Source: an optimization exercise on an open RTL-to-GDS flow (aim: small area). Production flows keep margins and buffers that such runs may drop. In this exercise RTL edits were held to simulation tests only and were not proved equivalent to the original. No activity file was given, so power comes from the tool's default toggle rates.

==> inputs of lagoon <==
==> flow/design.v <==
module bcd_to_7seg(
    input wire [3:0] i_digit,
    output reg [6:0] o_seg
);
    always @(*) begin
        case(i_digit)
            4'd0: o_seg = 7'b1000000;
            4'd1: o_seg = 7'b1111001;
            4'd2: o_seg = 7'b0100100;
            4'd3: o_seg = 7'b0110000;
            4'd4: o_seg = 7'b0011001;
            4'd5: o_seg = 7'b0010010;
            4'd6: o_seg = 7'b0000010;
            4'd7: o_seg = 7'b1111000;
            4'd8: o_seg = 7'b0000000;
            4'd9: o_seg = 7'b0010000;
            default: o_seg = 7'b1111111;
        endcase
    end
endmodule
module ssd_multiplex(
    input wire i_clk,
    input wire i_rst,
    input wire [3:0] i_d0, i_d1, i_d2, i_d3,
    output wire [5:0] o_n,
    output wire o_first,
    output wire [6:0] o_seg,
    output reg [3:0] o_an
);
    reg [1:0] r_sel;
    reg [5:0] r_refresh_counter;
    reg r_first;
    reg [3:0] r_current_digit;
    assign o_n = r_refresh_counter;
    assign o_first = r_first;
    bcd_to_7seg bcd_converter (
        .i_digit(r_current_digit),
        .o_seg(o_seg)
    );
    always @(posedge i_clk or posedge i_rst) begin
        if (i_rst) begin
            r_refresh_counter <= 6'd0;
            r_sel <= 2'd0;
            r_first <= 1'b1;
        end else begin
            r_refresh_counter <= r_refresh_counter + 1'b1;
            r_first <= 1'b0;
            if (r_refresh_counter == 6'd0 && !r_first)
                r_sel <= r_sel + 1'b1;
        end
    end
    always @(*) begin
        case (r_sel)
            2'd0: begin o_an = 4'b1110; r_current_digit = i_d0; end
            2'd1: begin o_an = 4'b1101; r_current_digit = i_d1; end
            2'd2: begin o_an = 4'b1011; r_current_digit = i_d2; end
            default: begin o_an = 4'b0111; r_current_digit = i_d3; end
        endcase
    end
endmodule
module clock_divider(
    input wire i_clk,
    input wire i_rst,
    input wire [1:0] i_n,
    output wire o_tick
);
    reg [4:0] r_q;
    wire w_top = r_q[4] & r_q[3];  
    assign o_tick = w_top && (i_n == 2'd1);
    always @(posedge i_clk or posedge i_rst) begin
        if (i_rst) begin
            r_q <= 5'd12;
        end else if (i_n == 2'd3) begin
            r_q <= w_top ? 5'd0 : r_q + 1'b1;
        end
    end
endmodule
module debounce(
    input wire i_clk,
    input wire i_rst,
    input wire i_btn_in,
    output reg o_btn_out
);
    reg [4:0] r_cnt;
    reg r_sync_0, r_sync_1;
    always @(posedge i_clk or posedge i_rst) begin
        if (i_rst) begin
            r_sync_0 <= 1'b0;
            r_sync_1 <= 1'b0;
            r_cnt <= 5'd0;
            o_btn_out <= 1'b0;
        end else begin
            r_sync_0 <= i_btn_in;
            r_sync_1 <= r_sync_0;
            if (r_sync_1 == o_btn_out) begin
                r_cnt <= 5'd0;
            end else begin
                r_cnt <= r_cnt + 1'b1;
                if (r_cnt == 5'h1F)
                    o_btn_out <= r_sync_1;
            end
        end
    end
endmodule
module clock_logic(
    input wire i_clk,
    input wire i_tick,
    input wire i_rst,
    input wire i_inc_hours,
    input wire i_inc_minutes,
    output reg [1:0] o_ht,
    output reg [3:0] o_hu,
    output reg [2:0] o_mt,
    output reg [3:0] o_mu,
    output reg o_hchg
);
    wire w_mu9  = (o_mu == 4'd9);
    wire w_m59  = w_mu9 && (o_mt == 3'd5);
    wire w_minc = i_tick && i_inc_minutes;
    wire w_hinc = i_tick && (i_inc_hours || (i_inc_minutes && w_m59));
    always @(posedge i_clk or posedge i_rst) begin
        if (i_rst) begin
            o_ht <= 2'd0;
            o_hu <= 4'd0;
            o_mt <= 3'd0;
            o_mu <= 4'd0;
            o_hchg <= 1'b0;
        end else begin
            o_hchg <= w_hinc;
            if (w_minc) begin
                if (w_mu9) begin
                    o_mu <= 4'd0;
                    o_mt <= (o_mt == 3'd5) ? 3'd0 : o_mt + 1'b1;
                end else begin
                    o_mu <= o_mu + 1'b1;
                end
            end
            if (w_hinc) begin
                if (o_ht == 2'd2 && o_hu == 4'd3) begin
                    o_ht <= 2'd0;
                    o_hu <= 4'd0;
                end else if (o_hu == 4'd9) begin
                    o_ht <= o_ht + 1'b1;
                    o_hu <= 4'd0;
                end else begin
                    o_hu <= o_hu + 1'b1;
                end
            end
        end
    end
endmodule
module led_controller(
    input wire i_clk,
    input wire i_rst,
    input wire [1:0] i_ht,
    input wire [3:0] i_hu,
    input wire i_hchg,
    input wire i_first,
    input wire [3:0] i_cnt,
    output reg o_pwm_on,
    output reg o_anim_on
);
    reg [4:0] r_hour;    
    reg [3:0] r_pwm;
    reg r_anim;
    always @(*) begin
        r_hour = {i_ht, 3'b000} + {2'b00, i_ht, 1'b0} + {1'b0, i_hu};
        if (i_hchg)
            r_hour = (r_hour == 5'd0) ? 5'd23 : r_hour - 1'b1;
        r_anim = 1'b0;
        if (i_first)
            r_pwm = 4'd0;
        else if (r_hour == 5'd3) begin
            r_pwm = 4'd0;
            r_anim = 1'b1;
        end else if (r_hour < 5'd3)
            r_pwm = 4'd15;
        else if (r_hour < 5'd6)
            r_pwm = 4'd5;
        else if (r_hour < 5'd18)
            r_pwm = 4'd2;
        else if (r_hour < 5'd21)
            r_pwm = 4'd5;
        else
            r_pwm = 4'd10;
    end
    always @(posedge i_clk or posedge i_rst) begin
        if (i_rst) begin
            o_pwm_on <= 1'b0;
            o_anim_on <= 1'b0;
        end else begin
            o_pwm_on <= (i_cnt < r_pwm);
            o_anim_on <= r_anim && !i_first && !i_cnt[3];
        end
    end
endmodule
module led_animator(
    input wire i_clk,
    input wire i_rst,
    input wire [3:0] i_n,
    output reg [15:0] o_led_pattern
);
    localparam STEP_DELAY = 6'd40;
    reg [5:0] r_delay_cnt;
    wire [3:0] w_t = i_n + ~r_delay_cnt[3:0];
    wire [3:0] r_pos = {w_t[3] ^ w_t[0], w_t[2:0]};
    always @(posedge i_clk or posedge i_rst) begin
        if (i_rst) begin
            r_delay_cnt <= STEP_DELAY;
        end else begin
            if (r_delay_cnt[5] & r_delay_cnt[3])  
                r_delay_cnt <= 6'd0;
            else
                r_delay_cnt <= r_delay_cnt + 1'b1;
        end
    end
    integer i;
    always @(*) begin
        for (i = 0; i < 16; i = i + 1) begin
            if ((i >= r_pos - 3 && i <= r_pos + 3))
                o_led_pattern[i] = 1'b1;
            else
                o_led_pattern[i] = 1'b0;
        end
    end
endmodule
module pwm_led(
    input wire i_pwm_on,
    input wire i_anim_on,
    input wire [15:0] i_pattern,
    output wire [15:0] o_leds
);
    assign o_leds = {16{i_pwm_on}} | ({16{i_anim_on}} & i_pattern);
endmodule
module top_module(
    input wire i_clk,
    input wire i_rst,
    input wire i_btn_hours,
    input wire i_btn_minutes,
    output wire [6:0] o_seg,
    output wire [3:0] o_an,
    output wire [15:0] o_leds
);
    wire [5:0] w_n;        
    wire       w_first;    
    wire       w_tick;
    wire       w_btn_h_clean, w_btn_m_clean;
    wire [1:0] w_ht;
    wire [3:0] w_hu;
    wire [2:0] w_mt;
    wire [3:0] w_mu;
    wire       w_hchg;
    wire       w_pwm_on, w_anim_on;
    wire [15:0] w_pattern;
    ssd_multiplex display_inst (
        .i_clk(i_clk), .i_rst(i_rst),
        .i_d0(w_mu), .i_d1({1'b0, w_mt}), .i_d2(w_hu), .i_d3({2'b00, w_ht}),
        .o_n(w_n), .o_first(w_first),
        .o_seg(o_seg), .o_an(o_an)
    );
    clock_divider clkdiv_inst (
        .i_clk(i_clk), .i_rst(i_rst), .i_n(w_n[1:0]), .o_tick(w_tick)
    );
    debounce db_hour (
        .i_clk(i_clk), .i_rst(i_rst), .i_btn_in(i_btn_hours), .o_btn_out(w_btn_h_clean)
    );
    debounce db_min (
        .i_clk(i_clk), .i_rst(i_rst), .i_btn_in(i_btn_minutes), .o_btn_out(w_btn_m_clean)
    );
    clock_logic clock_inst (
        .i_clk(i_clk), .i_tick(w_tick), .i_rst(i_rst),
        .i_inc_hours(w_btn_h_clean), .i_inc_minutes(w_btn_m_clean),
        .o_ht(w_ht), .o_hu(w_hu), .o_mt(w_mt), .o_mu(w_mu), .o_hchg(w_hchg)
    );
    led_controller led_ctrl (
        .i_clk(i_clk), .i_rst(i_rst),
        .i_ht(w_ht), .i_hu(w_hu), .i_hchg(w_hchg), .i_first(w_first),
        .i_cnt(w_n[3:0]),
        .o_pwm_on(w_pwm_on), .o_anim_on(w_anim_on)
    );
    led_animator animator (
        .i_clk(i_clk), .i_rst(i_rst), .i_n(w_n[3:0]), .o_led_pattern(w_pattern)
    );
    pwm_led pwm_inst (
        .i_pwm_on(w_pwm_on), .i_anim_on(w_anim_on), .i_pattern(w_pattern),
        .o_leds(o_leds)
    );
endmodule
==> flow/run.sh <==
#!/bin/bash
# synth_recipe.tcl (not shown) runs the flow's synth.tcl, then flattens the netlist and writes it again
# the make line also repeats each setting of config.mk as NAME=value (left out here)
make -C /OpenROAD-flow-scripts/flow DESIGN_CONFIG=/design/flow/config.mk WORK_HOME=/design/flow/orfs CLKGATE_MAP_FILE= SYNTH_SCRIPT=/design/flow/synth_recipe.tcl finish
==> flow/config.mk <==
export PLATFORM = sky130hd
export DESIGN_NAME = top_module
export DESIGN_NICKNAME = top_module
export VERILOG_FILES = /design/flow/design.v
export SDC_FILE = /design/flow/constraint.sdc
export NUM_CORES = 4
export LEC_CHECK = 0
export CAP_MARGIN = 20
export CORE_MARGIN = 2
export CORE_UTILIZATION = 40
export SLEW_MARGIN = 20
==> flow/constraint.sdc <==
create_clock -name core_clock -period 10.0 [get_ports {i_clk}]
set_input_delay 2.0000 -clock core_clock [delete_from_list [all_inputs] [get_ports {i_clk}]]
set_output_delay 2.0000 -clock core_clock [all_outputs]
set_load 0.01 [all_outputs]
==> inputs of violet, as changes to lagoon <==
==> flow/design.v, changed modules only <==
module debounce(
    input wire i_clk,
    input wire i_rst,
    input wire i_btn_in,
    output reg o_btn_out
);
    reg [4:0] r_cnt;
    reg r_sync_0, r_sync_1;
    wire w_differ = r_sync_1 ^ o_btn_out;
    wire w_low0   = (r_cnt[3:0] == 4'd0);
    wire w_fb     = r_cnt[4] ^ r_cnt[1] ^ w_low0;
    wire w_last   = r_cnt[4] & w_low0;    
    always @(posedge i_clk or posedge i_rst) begin
        if (i_rst) begin
            r_sync_0 <= 1'b0;
            r_sync_1 <= 1'b0;
            r_cnt <= 5'd0;
            o_btn_out <= 1'b0;
        end else begin
            r_sync_0 <= i_btn_in;
            r_sync_1 <= r_sync_0;
            r_cnt <= w_differ ? {r_cnt[3:0], w_fb} : 5'd0;
            if (w_differ && w_last)
                o_btn_out <= r_sync_1;
        end
    end
endmodule
module led_controller(
    input wire i_clk,
    input wire i_rst,
    input wire [1:0] i_ht,
    input wire [3:0] i_hu,
    input wire i_hchg,
    input wire i_first,
    input wire [3:0] i_cnt,
    output reg o_pwm_on,
    output reg o_anim_on
);
    wire t0 = (i_ht == 2'd0);
    wire t1 = (i_ht == 2'd1);
    wire t2 = i_ht[1];
    wire h_0_2   = t0 && (i_hu <= 4'd2);
    wire h_3     = t0 && (i_hu == 4'd3);
    wire h_4     = t0 && (i_hu == 4'd4);
    wire h_5     = t0 && (i_hu == 4'd5);
    wire h_6     = t0 && (i_hu == 4'd6);
    wire h_6_17  = (t0 && (i_hu >= 4'd6)) || (t1 && (i_hu <= 4'd7));
    wire h_18    = t1 && (i_hu == 4'd8);
    wire h_18_20 = (t1 && (i_hu >= 4'd8)) || (t2 && (i_hu == 4'd0));
    wire h_21    = t2 && (i_hu == 4'd1);
    wire h_0     = t0 && (i_hu == 4'd0);
    wire h_1_3   = t0 && (i_hu >= 4'd1) && (i_hu <= 4'd3);
    wire h_7_18  = (t0 && (i_hu >= 4'd7)) || (t1 && (i_hu <= 4'd8));
    wire h_19_21 = (t1 && (i_hu == 4'd9)) || (t2 && (i_hu <= 4'd1));
    wire h_21_23 = t2 && (i_hu >= 4'd1);
    wire h_22_23 = t2 && (i_hu >= 4'd2);
    wire b15  = i_hchg ? h_1_3 : h_0_2;
    wire anim = i_hchg ? h_4 : h_3;
    wire b5   = i_hchg ? (h_5 || h_6 || h_19_21) : (h_4 || h_5 || h_18_20);
    wire b2   = i_hchg ? h_7_18 : h_6_17;
    wire b10  = i_hchg ? (h_22_23 || h_0) : h_21_23;
    wire lt15 = (i_cnt != 4'd15);
    wire lt10 = (i_cnt < 4'd10);
    wire lt5  = (i_cnt < 4'd5);
    wire lt2  = (i_cnt < 4'd2);
    always @(posedge i_clk or posedge i_rst) begin
        if (i_rst) begin
            o_pwm_on <= 1'b0;
            o_anim_on <= 1'b0;
        end else begin
            o_pwm_on <= !i_first && ((b15 && lt15) || (b10 && lt10) || (b5 && lt5) || (b2 && lt2));
            o_anim_on <= !i_first && anim && !i_cnt[3];
        end
    end
endmodule
module led_animator(
    input wire i_clk,
    input wire i_rst,
    input wire [3:0] i_n,
    output wire [15:0] o_led_pattern
);
    localparam STEP_DELAY = 6'd40;
    reg [5:0] r_delay_cnt;
    wire [3:0] w_t = i_n + ~r_delay_cnt[3:0];
    wire [3:0] w_pos = {w_t[3] ^ w_t[0], w_t[2:0]};
    always @(posedge i_clk or posedge i_rst) begin
        if (i_rst) begin
            r_delay_cnt <= STEP_DELAY;
        end else begin
            if (r_delay_cnt[5] & r_delay_cnt[3])  
                r_delay_cnt <= 6'd0;
            else
                r_delay_cnt <= r_delay_cnt + 1'b1;
        end
    end
    genvar i;
    generate
        for (i = 0; i < 16; i = i + 1) begin : g_pat
            localparam [3:0] LO = (i < 6) ? 4'd3 : i - 3;
            if (i + 3 >= 15) begin : g_top
                assign o_led_pattern[i] = (w_pos >= LO);
            end else begin : g_mid
                localparam [3:0] HI = i + 3;
                assign o_led_pattern[i] = (w_pos >= LO) && (w_pos <= HI);
            end
        end
    endgenerate
endmodule
==> flow/flow/run.sh (new file) <==
#!/bin/bash
# Layout flow: the standard ORFS flow with three changes.
#  - Synthesis: the standard script (synth_recipe.tcl), but without the
#    half/full-adder extraction and with an area-oriented ABC script
#    (flow/abc_area.script). Registers and their names are unchanged.
#  - Port buffers: buf_1 instead of the default buffer cell.
#  - CTS: small clock buffers and no dummy clock loads.
# Each tool's output goes to the ORFS logs under orfs/logs, and make's own
# output to flow_make.log in the work folder.
set -euo pipefail
WORK=$PWD
ORFS_RESULTS=$WORK/orfs/results/${FLOW_PLATFORM}/top_module/base

# synthesis script: the standard flow's, with the ABC script swapped
{
  head -n 1 "$WORK/synth_recipe.tcl"
  cat <<EOF
rename abc my_abc_orig
proc abc {args} {
  set i [lsearch -exact \$args -script]
  if { \$i >= 0 } { lset args [expr {\$i + 1}] $WORK/flow/abc_area.script }
  my_abc_orig {*}\$args
}
EOF
  tail -n +2 "$WORK/synth_recipe.tcl"
} > "$WORK/flow_synth.tcl"

export BUFFER_PORTS_ARGS="-buffer_cell sky130_fd_sc_hd__buf_1"
export CTS_ARGS="-sink_clustering_enable -repair_clock_nets -dont_use_dummy_load -buf_list {sky130_fd_sc_hd__clkbuf_2 sky130_fd_sc_hd__clkbuf_4 sky130_fd_sc_hd__clkbuf_8}"

make -C "$FLOW_HOME" DESIGN_CONFIG="$WORK/config.mk" WORK_HOME="$WORK/orfs" \
  CLKGATE_MAP_FILE= ADDER_MAP_FILE= SYNTH_SCRIPT="$WORK/flow_synth.tcl" \
  finish > "$WORK/flow_make.log" 2>&1

: # left out here: write the final layout as DEF
==> flow/flow/abc_area.script (new file) <==
strash
dc2
dch -f
amap
topo
dnsize
==> flow/standard.sh (new file) <==
#!/bin/bash
# synth_recipe.tcl (not shown) runs the flow's synth.tcl, then flattens the netlist and writes it again
# the make line also repeats each setting of config.mk as NAME=value (left out here)
make -C /OpenROAD-flow-scripts/flow DESIGN_CONFIG=/design/flow/config.mk WORK_HOME=/design/flow/orfs CLKGATE_MAP_FILE= SYNTH_SCRIPT=/design/flow/synth_recipe.tcl "${@:-finish}"
ABC_AREA = 1   (was default)
removed: flow/run.sh
==> impl_results.md <==
* Status: aborted with a tool error
* Synth Warn # at 7
* First Err: ERROR: TCL interpreter returned an error: can't rename "abc": command doesn't exist
* Stopped at: 1_2_yosys
That was violet.
==> impl_results.md <==
* Dpl cell area at about 4300 um^2
* Die ar. at between 10000 and 15000 um^2
* Synth Warn # at 7
* Most common cell after layout, fill and taps aside: dfrtp_1
* CTS H-tree depth at 2
* Syn_nets at between 400 and 500
* RSZ-0062 raised after global routing: false
* Worst setup path end: o_leds[13]
* Logic pwr share at under 10%
* Max Clk Rate at about 180 MHz
* Reg2reg end: led_ctrl.o_pwm_on$_DFF_PP0_
* Fillcell total at 968
* Status: no timing/DRC/antenna violations
* Routed Antenna Nets at 0
* Largest net degree at the start of global routing at between 50 and 60
* Most frequent cells in the layout: dfrtp_1 (47), nand2_1 (42), o21ai_0 (37)
* Met1 Use GR at between 20% and 30%
* Vias in the first global route at between 2k and 3k
* Max transition margin at 41.7%
That was lagoon.

==> afterwards: timing with drivers on the ports <==
No port has a modelled driver above. Below, the same layout with a new extraction and two added sets of constraints.
Step 1 (the two cells are an assumption about what drives the block):
set clk [get_ports {i_clk}]
set_driving_cell -lib_cell sky130_fd_sc_hd__clkbuf_16 $clk
set_driving_cell -lib_cell sky130_fd_sc_hd__buf_2 [delete_from_list [all_inputs] $clk]
Step 2, shift: input delay + t, output delay - t, t = (earliest + latest rising clock arrival at the registers) / 2. This alone moves slack from input paths to output paths.
a / b / c = ideal / step 1 / step 2; a / b = the first two.
run: lagoon
t (ns): 0.320
slack for setup (ns): 4.379 / 4.351 / 4.671
clock arrival spread, ns: 0.007 / 0.007
worst register clock-pin slew, ns: 0.09 / 0.09
worst data-port slew with drivers (ns): 0.03
After both steps lagoon still meets setup and hold. The setup slack of lagoon moves by -0.028 ns with the drivers and by +0.292 ns with both steps.
